This is an optimization exercise on Yosys and OpenROAD, whose aim is small area, not a production implementation. In this exercise RTL edits were held to simulation tests only and were not proved equivalent to the original. Power is estimated from default activity; no workload was simulated.

[flow/config.mk]
export PLATFORM = sky130hd
export DESIGN_NAME = xor_encrypt
export DESIGN_NICKNAME = xor_encrypt
export VERILOG_FILES = /design/flow/design.v
export SDC_FILE = /design/flow/constraint.sdc
export NUM_CORES = 4
export LEC_CHECK = 0
export CAP_MARGIN = 20
export CORE_MARGIN = 2
export CORE_UTILIZATION = 40
export CTS_BUF_LIST = sky130_fd_sc_hd__clkbuf_8
export CTS_CLUSTER_DIAMETER = 100
export CTS_CLUSTER_SIZE = 16
export SLEW_MARGIN = 20
export SYNTH_HIERARCHICAL = 1
export SYNTH_MINIMUM_KEEP_SIZE = 0
[flow/constraint.sdc]
create_clock -name core_clock -period 4.0 [get_ports {clk}]
set_input_delay 0.8000 -clock core_clock [delete_from_list [all_inputs] [get_ports {clk}]]
set_output_delay 0.8000 -clock core_clock [all_outputs]
set_load 0.01 [all_outputs]
[flow/design.v]
module xor_gate(
    input logic [7:0] A,
    input logic [7:0] B,
    output logic [7:0] Y
);
    assign Y = A^B;
endmodule
`timescale 1ns/1ps
module xor_encrypt(
        input logic clk,
        input logic valid_in,
        input logic [7:0] key,
        input logic [255:0] code,
        output logic [255:0] code_out,
        output logic valid_out
);
logic [255:0] d;    
logic [255:0] r;    
logic [7:0] p0;
logic [7:0] bs1_2;
logic [7:0] p1;
logic [7:0] p2;
logic [7:0] bs3_4;
logic [7:0] p3;
logic [7:0] p4;
logic [7:0] bs5_6;
logic [7:0] p5;
logic [7:0] p6;
logic [7:0] bs7_8;
logic [7:0] p7;
logic [7:0] p8;
logic [7:0] bs9_10;
logic [7:0] bs9_11;
logic [7:0] p9;
logic [7:0] p10;
logic [7:0] p11;
logic [7:0] bs12_13;
logic [7:0] bs12_14;
logic [7:0] p12;
logic [7:0] p13;
logic [7:0] p14;
logic [7:0] bs15_16;
logic [7:0] bs15_17;
logic [7:0] p15;
logic [7:0] p16;
logic [7:0] p17;
logic [7:0] bs18_19;
logic [7:0] bs18_20;
logic [7:0] p18;
logic [7:0] p19;
logic [7:0] p20;
logic [7:0] bs21_22;
logic [7:0] bs23_24;
logic [7:0] bs25_26;
logic [7:0] bs27_28;
logic [7:0] bs27_29;
logic [7:0] bs30_31;
logic [7:0] q21;
logic [7:0] q22;
logic [7:0] q23;
logic [7:0] q24;
logic [7:0] q25;
logic [7:0] q26;
logic [7:0] q27;
logic [7:0] q28;
logic [7:0] q29;
logic [7:0] q30;
logic [7:0] q31;
xor_gate u_p0 (.A(key), .B(code[7:0]), .Y(p0));
xor_gate u_bs1_2 (.A(code[15:8]), .B(code[23:16]), .Y(bs1_2));
xor_gate u_p1 (.A(p0), .B(code[15:8]), .Y(p1));
xor_gate u_p2 (.A(p0), .B(bs1_2), .Y(p2));
xor_gate u_bs3_4 (.A(code[31:24]), .B(code[39:32]), .Y(bs3_4));
xor_gate u_p3 (.A(p2), .B(code[31:24]), .Y(p3));
xor_gate u_p4 (.A(p2), .B(bs3_4), .Y(p4));
xor_gate u_bs5_6 (.A(code[47:40]), .B(code[55:48]), .Y(bs5_6));
xor_gate u_p5 (.A(p4), .B(code[47:40]), .Y(p5));
xor_gate u_p6 (.A(p4), .B(bs5_6), .Y(p6));
xor_gate u_bs7_8 (.A(code[63:56]), .B(code[71:64]), .Y(bs7_8));
xor_gate u_p7 (.A(p6), .B(code[63:56]), .Y(p7));
xor_gate u_p8 (.A(p6), .B(bs7_8), .Y(p8));
xor_gate u_bs9_10 (.A(code[79:72]), .B(code[87:80]), .Y(bs9_10));
xor_gate u_bs9_11 (.A(bs9_10), .B(code[95:88]), .Y(bs9_11));
xor_gate u_p9 (.A(p8), .B(code[79:72]), .Y(p9));
xor_gate u_p10 (.A(p8), .B(bs9_10), .Y(p10));
xor_gate u_p11 (.A(p8), .B(bs9_11), .Y(p11));
xor_gate u_bs12_13 (.A(code[103:96]), .B(code[111:104]), .Y(bs12_13));
xor_gate u_bs12_14 (.A(bs12_13), .B(code[119:112]), .Y(bs12_14));
xor_gate u_p12 (.A(p11), .B(code[103:96]), .Y(p12));
xor_gate u_p13 (.A(p11), .B(bs12_13), .Y(p13));
xor_gate u_p14 (.A(p11), .B(bs12_14), .Y(p14));
xor_gate u_bs15_16 (.A(code[127:120]), .B(code[135:128]), .Y(bs15_16));
xor_gate u_bs15_17 (.A(bs15_16), .B(code[143:136]), .Y(bs15_17));
xor_gate u_p15 (.A(p14), .B(code[127:120]), .Y(p15));
xor_gate u_p16 (.A(p14), .B(bs15_16), .Y(p16));
xor_gate u_p17 (.A(p14), .B(bs15_17), .Y(p17));
xor_gate u_bs18_19 (.A(code[151:144]), .B(code[159:152]), .Y(bs18_19));
xor_gate u_bs18_20 (.A(bs18_19), .B(code[167:160]), .Y(bs18_20));
xor_gate u_p18 (.A(p17), .B(code[151:144]), .Y(p18));
xor_gate u_p19 (.A(p17), .B(bs18_19), .Y(p19));
xor_gate u_p20 (.A(p17), .B(bs18_20), .Y(p20));
xor_gate u_bs21_22 (.A(code[175:168]), .B(code[183:176]), .Y(bs21_22));
xor_gate u_bs23_24 (.A(code[191:184]), .B(code[199:192]), .Y(bs23_24));
xor_gate u_bs25_26 (.A(code[207:200]), .B(code[215:208]), .Y(bs25_26));
xor_gate u_bs27_28 (.A(code[223:216]), .B(code[231:224]), .Y(bs27_28));
xor_gate u_bs27_29 (.A(bs27_28), .B(code[239:232]), .Y(bs27_29));
xor_gate u_bs30_31 (.A(code[247:240]), .B(code[255:248]), .Y(bs30_31));
xor_gate u_q21 (.A(r[167:160]), .B(r[175:168]), .Y(q21));
xor_gate u_q22 (.A(r[167:160]), .B(r[183:176]), .Y(q22));
xor_gate u_q23 (.A(q22), .B(r[191:184]), .Y(q23));
xor_gate u_q24 (.A(q22), .B(r[199:192]), .Y(q24));
xor_gate u_q25 (.A(q24), .B(r[207:200]), .Y(q25));
xor_gate u_q26 (.A(q24), .B(r[215:208]), .Y(q26));
xor_gate u_q27 (.A(q26), .B(r[223:216]), .Y(q27));
xor_gate u_q28 (.A(q26), .B(r[231:224]), .Y(q28));
xor_gate u_q29 (.A(q26), .B(r[239:232]), .Y(q29));
xor_gate u_q30 (.A(q29), .B(r[247:240]), .Y(q30));
xor_gate u_q31 (.A(q29), .B(r[255:248]), .Y(q31));
assign d[7:0] = p0;
assign d[15:8] = p1;
assign d[23:16] = p2;
assign d[31:24] = p3;
assign d[39:32] = p4;
assign d[47:40] = p5;
assign d[55:48] = p6;
assign d[63:56] = p7;
assign d[71:64] = p8;
assign d[79:72] = p9;
assign d[87:80] = p10;
assign d[95:88] = p11;
assign d[103:96] = p12;
assign d[111:104] = p13;
assign d[119:112] = p14;
assign d[127:120] = p15;
assign d[135:128] = p16;
assign d[143:136] = p17;
assign d[151:144] = p18;
assign d[159:152] = p19;
assign d[167:160] = p20;
assign d[175:168] = code[175:168];
assign d[183:176] = bs21_22;
assign d[191:184] = code[191:184];
assign d[199:192] = bs23_24;
assign d[207:200] = code[207:200];
assign d[215:208] = bs25_26;
assign d[223:216] = code[223:216];
assign d[231:224] = bs27_28;
assign d[239:232] = bs27_29;
assign d[247:240] = code[247:240];
assign d[255:248] = bs30_31;
always_ff @(posedge clk) begin
    valid_out <= valid_in;
end
always_ff @(posedge clk) begin
    if (valid_in) r <= d;
end
assign code_out[7:0] = r[7:0];
assign code_out[15:8] = r[15:8];
assign code_out[23:16] = r[23:16];
assign code_out[31:24] = r[31:24];
assign code_out[39:32] = r[39:32];
assign code_out[47:40] = r[47:40];
assign code_out[55:48] = r[55:48];
assign code_out[63:56] = r[63:56];
assign code_out[71:64] = r[71:64];
assign code_out[79:72] = r[79:72];
assign code_out[87:80] = r[87:80];
assign code_out[95:88] = r[95:88];
assign code_out[103:96] = r[103:96];
assign code_out[111:104] = r[111:104];
assign code_out[119:112] = r[119:112];
assign code_out[127:120] = r[127:120];
assign code_out[135:128] = r[135:128];
assign code_out[143:136] = r[143:136];
assign code_out[151:144] = r[151:144];
assign code_out[159:152] = r[159:152];
assign code_out[167:160] = r[167:160];
assign code_out[175:168] = q21;
assign code_out[183:176] = q22;
assign code_out[191:184] = q23;
assign code_out[199:192] = q24;
assign code_out[207:200] = q25;
assign code_out[215:208] = q26;
assign code_out[223:216] = q27;
assign code_out[231:224] = q28;
assign code_out[239:232] = q29;
assign code_out[247:240] = q30;
assign code_out[255:248] = q31;
endmodule
[flow/run.sh]
#!/bin/bash
# synth_recipe.tcl (not shown) runs the flow's synth.tcl, then flattens the netlist and writes it again
# the make line also repeats each setting of config.mk as NAME=value (left out here)
make -C /OpenROAD-flow-scripts/flow DESIGN_CONFIG=/design/flow/config.mk WORK_HOME=/design/flow/orfs CLKGATE_MAP_FILE= SYNTH_SCRIPT=/design/flow/synth_recipe.tcl finish
==> parameters.txt <==
Parameter                              Value

Clocking
  CTS HTree Levels    1
  TritonCTS clock tree    yes
  Clock transition at path regs    around 0.10 ns
  CTS Buffer Depth    3
  Master cell of the clock root buffer    sky130_fd_sc_hd__clkbuf_8
  Post-CTS setup buffers    0
  Count of hold buffers inserted by post-cts repair    0
  Sinks on the clock net    257
  Number of buffers added by the clock tree synthesis step    20

Route
  Number of vias per cell    4.26
  DRT Wirelength    roughly 32 mm
  Violation count after the first detailed-route iteration    around 270
  Number of iterations in the first detailed-routing pass    5
  Number of design rule violations left after detail routing    0
  Routed wirelength normalized by instance count    roughly 20 um
  Number of nets with antenna violations after routing    0
  DR vias    roughly 7,100

Timing
  PnR worst setup slack    between 0.2 and 0.25 ns
  Final hold violation count    0
  Pins Over Slew Limit    0
  Transition time of the tightest slew-check pin    0.711 ns
  Minimum period implied by the final worst setup slack    approximately 3.8 ns
  Worst relative slew slack    between 50 and 60%
  Final cycle utilization of the critical path    94.6%
  Fmax    ~260 MHz
  Min Hold Slack    just under 0.7 ns
  Final count of negative-setup-slack endpoints    0

Placed design
  Worst setup timing slack at the placement stage    -0.0864 ns
  Post-Place Cell Area    roughly 17,000 sq um
  Half-perimeter wire length of the detailed placement result    26.5 mm
  Final weighted congestion in routability-driven placement    approximately 0.85
  Number of port buffers    522

Synthesis
  Count of different cell masters after synthesis    4
  Async set-reset flop share out of synthesis    0%
  Dominant cell by count in the synthesized netlist    sky130_fd_sc_hd__xor2_1
  Share of synthesized area occupied by flip-flops and latches    between 60% and 70%
  Most area-hungry cell type in the Yosys netlist    sky130_fd_sc_hd__edfxtp_1
  Arithmetic-cell share of the synthesized area counting full adders, half adders and majority gates    0%
  Share of the synthesized area in compound gates (AO/OA/AOI/OAI)    0%
  Count of synthesis-stage warnings from yosys    7
  Avg Synthesized Cell Area    15.1 sq um
  Number of flops mapped to enable cells by yosys    256
  Cell area after synthesis    12,500 sq um
  Xor/xnor cell area share of the yosys netlist    28.1%
  Share of synthesized area spent on multiplexers    0%
  Dominant combinational cell family by area after synthesis    XOR/XNOR gates
  Main area contributors after synthesis    sky130_fd_sc_hd__edfxtp_1, sky130_fd_sc_hd__xor2_1, sky130_fd_sc_hd__buf_4, sky130_fd_sc_hd__dfxtp_1
  Synth cell count leaders    sky130_fd_sc_hd__xor2_1, sky130_fd_sc_hd__edfxtp_1, sky130_fd_sc_hd__buf_4, sky130_fd_sc_hd__dfxtp_1
  Flop and latch count out of synthesis    between 200 and 300
  Share of synthesized cell area in and, or, nand and nor gates    0%
  Share of Yosys cell area claimed by the top area cell type    between 60% and 70%
  Commonest register cell after synthesis    sky130_fd_sc_hd__edfxtp_1
  Number of instances in the synthesized netlist    approximately 830
  Post-Synthesis Net Count    1,091

Floorplan
  DIE HEIGHT    181 um
  Total number of placement rows    64
  Initial standard-cell utilization of the core    about two fifths
  Core area    between 30,000 and 40,000 sq um
  Width of the die    181 um
  Number of top-level pins    around 520
  Die outline area    around 33,000 sq um

Setup path
  Kind of launch point of the worst setup path    flip-flop
  Req. time, crit path    3.20 ns
  Start-to-end type of the worst setup path    flip-flop to primary output
  Worst endpoint data arrival time    around 3.0 ns
  Crit. End Element    primary output
  Critical path fanouts, max    4

Global route
  Overall global routing resource usage    between 10% and 20%
  Largest net degree at the start of global routing    81
  Number of antenna violations at the first check in global routing    5
  Vias in the first global route    around 7,000
  Wire length of the first global-routing pass    46.2 mm
  Leftover overflow at the end of global routing    0

Status
  Status    finished clean

Cells and area
  Proportion of layout cells with a drive suffix above 1    around 7.3%
  Fill cells    around 2,500
  Area growth, synth to finish    42.8%
  Final design area excluding fillers    ~18,000 sq um
  Final-stage net count    1,513

Flow run
  Max-cap check violation count    0

Pwr
  Total power draw    approximately 12 mW
  Power density over the cells    roughly 670 nW/um^2
  IR Drop Worst-Case VDD    around 230 uV
  Leakage    around 6.7 nW

Worst hold path
  Worst Hold Class    input port to flip-flop
## logic make-up after synthesis
group	count (synthesis)
xor+xnor	400
flops	257
buf+inv	168
## sequential cells by signal, summed over array words and instances (netlist names)
register   count
valid_out      1
r            256
## Yosys stat by module, one instance, submodules excluded
module / flip-flops and latches / times used / cells
xor_encrypt: 257 / 1 / 425
xor_gate: 0 / 50 / 8
## worst paths after layout
path        startpoint         endpoint  slack (ns)  depth (start not counted)
max   r[162]$_DFFE_PP_    code_out[250]        0.22                          6
min           valid_in  r[31]$_DFFE_PP_        0.68                          1
## area by class of cell
cell class | count | area, sq um | share of cell area (%)
antenna | 5 | 12.5 | 0.0703
timing repair buffer | 568 | 5590 | 31.4
multi-input combinational | 400 | 3680 | 20.6
tap | 396 | 495 | 2.78
sequential | 257 | 7710 | 43.3
clock inverter | 9 | 51.3 | 0.288
clock buffer | 20 | 275 | 1.55
## per-stage QoR
| step | utilization, % | setup TNS [ns] | instances |
|---|---|---|---|
| final | 58.1 | 0 | 1655 |
| after global routing | 58.1 | -0.0143 | 1655 |
| after CTS | 57.6 | 0 | 1650 |
| after detailed placement | 56.4 | -0.258 | 1621 |
| after global placement | 56.4 | -0.00221 | 1621 |
| after floorplan | - | 0 | 825 |
## worst max-delay path, stage by stage (launching register included)
cell and delay, ns:
sky130_fd_sc_hd__edfxtp_1 0.45, sky130_fd_sc_hd__xor2_1 0.36, sky130_fd_sc_hd__xor2_2 0.28, sky130_fd_sc_hd__xor2_2 0.27
sky130_fd_sc_hd__xor2_1 0.36, sky130_fd_sc_hd__xor2_1 0.18, sky130_fd_sc_hd__clkdlybuf4s50_1 0.55
## per-layer routing
| metal | global-route usage (%) | vias to the layer above | share of wire [%] |
|---|---|---|---|
| met4 | 5.68 | 0 | 2.4 |
| met3 | 6.45 | 44 | 8.6 |
| met5 | 0 | - | 0 |
| met1 | 20.1 | 3317 | 35 |
| li1 | - | 3409 | - |
| met2 | 35.8 | 282 | 54 |
## repair_timing
action | CTS | global route
setup endpoints to repair | 9 | 20
resized for setup | 5 | 18
hold endpoints to repair | 0 | 0
## cells in the final DEF, fill, tap and decap left out, drive strengths merged
cell type and count:
dfxtp 1, edfxtp 256, inv 9, buf 47, diode 5, xor2 400, clkbuf 20, clkdlybuf4s50 521
## power breakdown
part,internal (mW),leakage (nW),switching [mW]
Sequential,4.01,2.51,0.261
Clock,0.477,0.193,0.860
Combinational,3.39,4.01,2.86

-- port drivers added, routing unchanged --
In the flow no input, the clock included, has a driving cell. The finished layout below was timed again as built, in two steps. Step 1 assumes that a clkbuf_16 drives the clock port and a buf_2 every other input. Step 2, shift: input delay + t, output delay - t, t = (earliest + latest rising clock arrival at the registers) / 2. This alone moves slack from input paths to output paths. Slacks: ideal ports / drivers / drivers and shift; pairs: ideal ports / drivers.
shift t [ns]: 0.581
slack for setup (ns): 0.218 / 0.173 / -0.013
hold slack, ns: 0.678 / 0.671 / 1.253
clock arrival spread, ns: 0.027 / 0.027
Met with ideal ports but missed after step 2: setup timing in this run. The setup slack of this run moves by -0.045 ns with the drivers and by -0.231 ns with both steps.
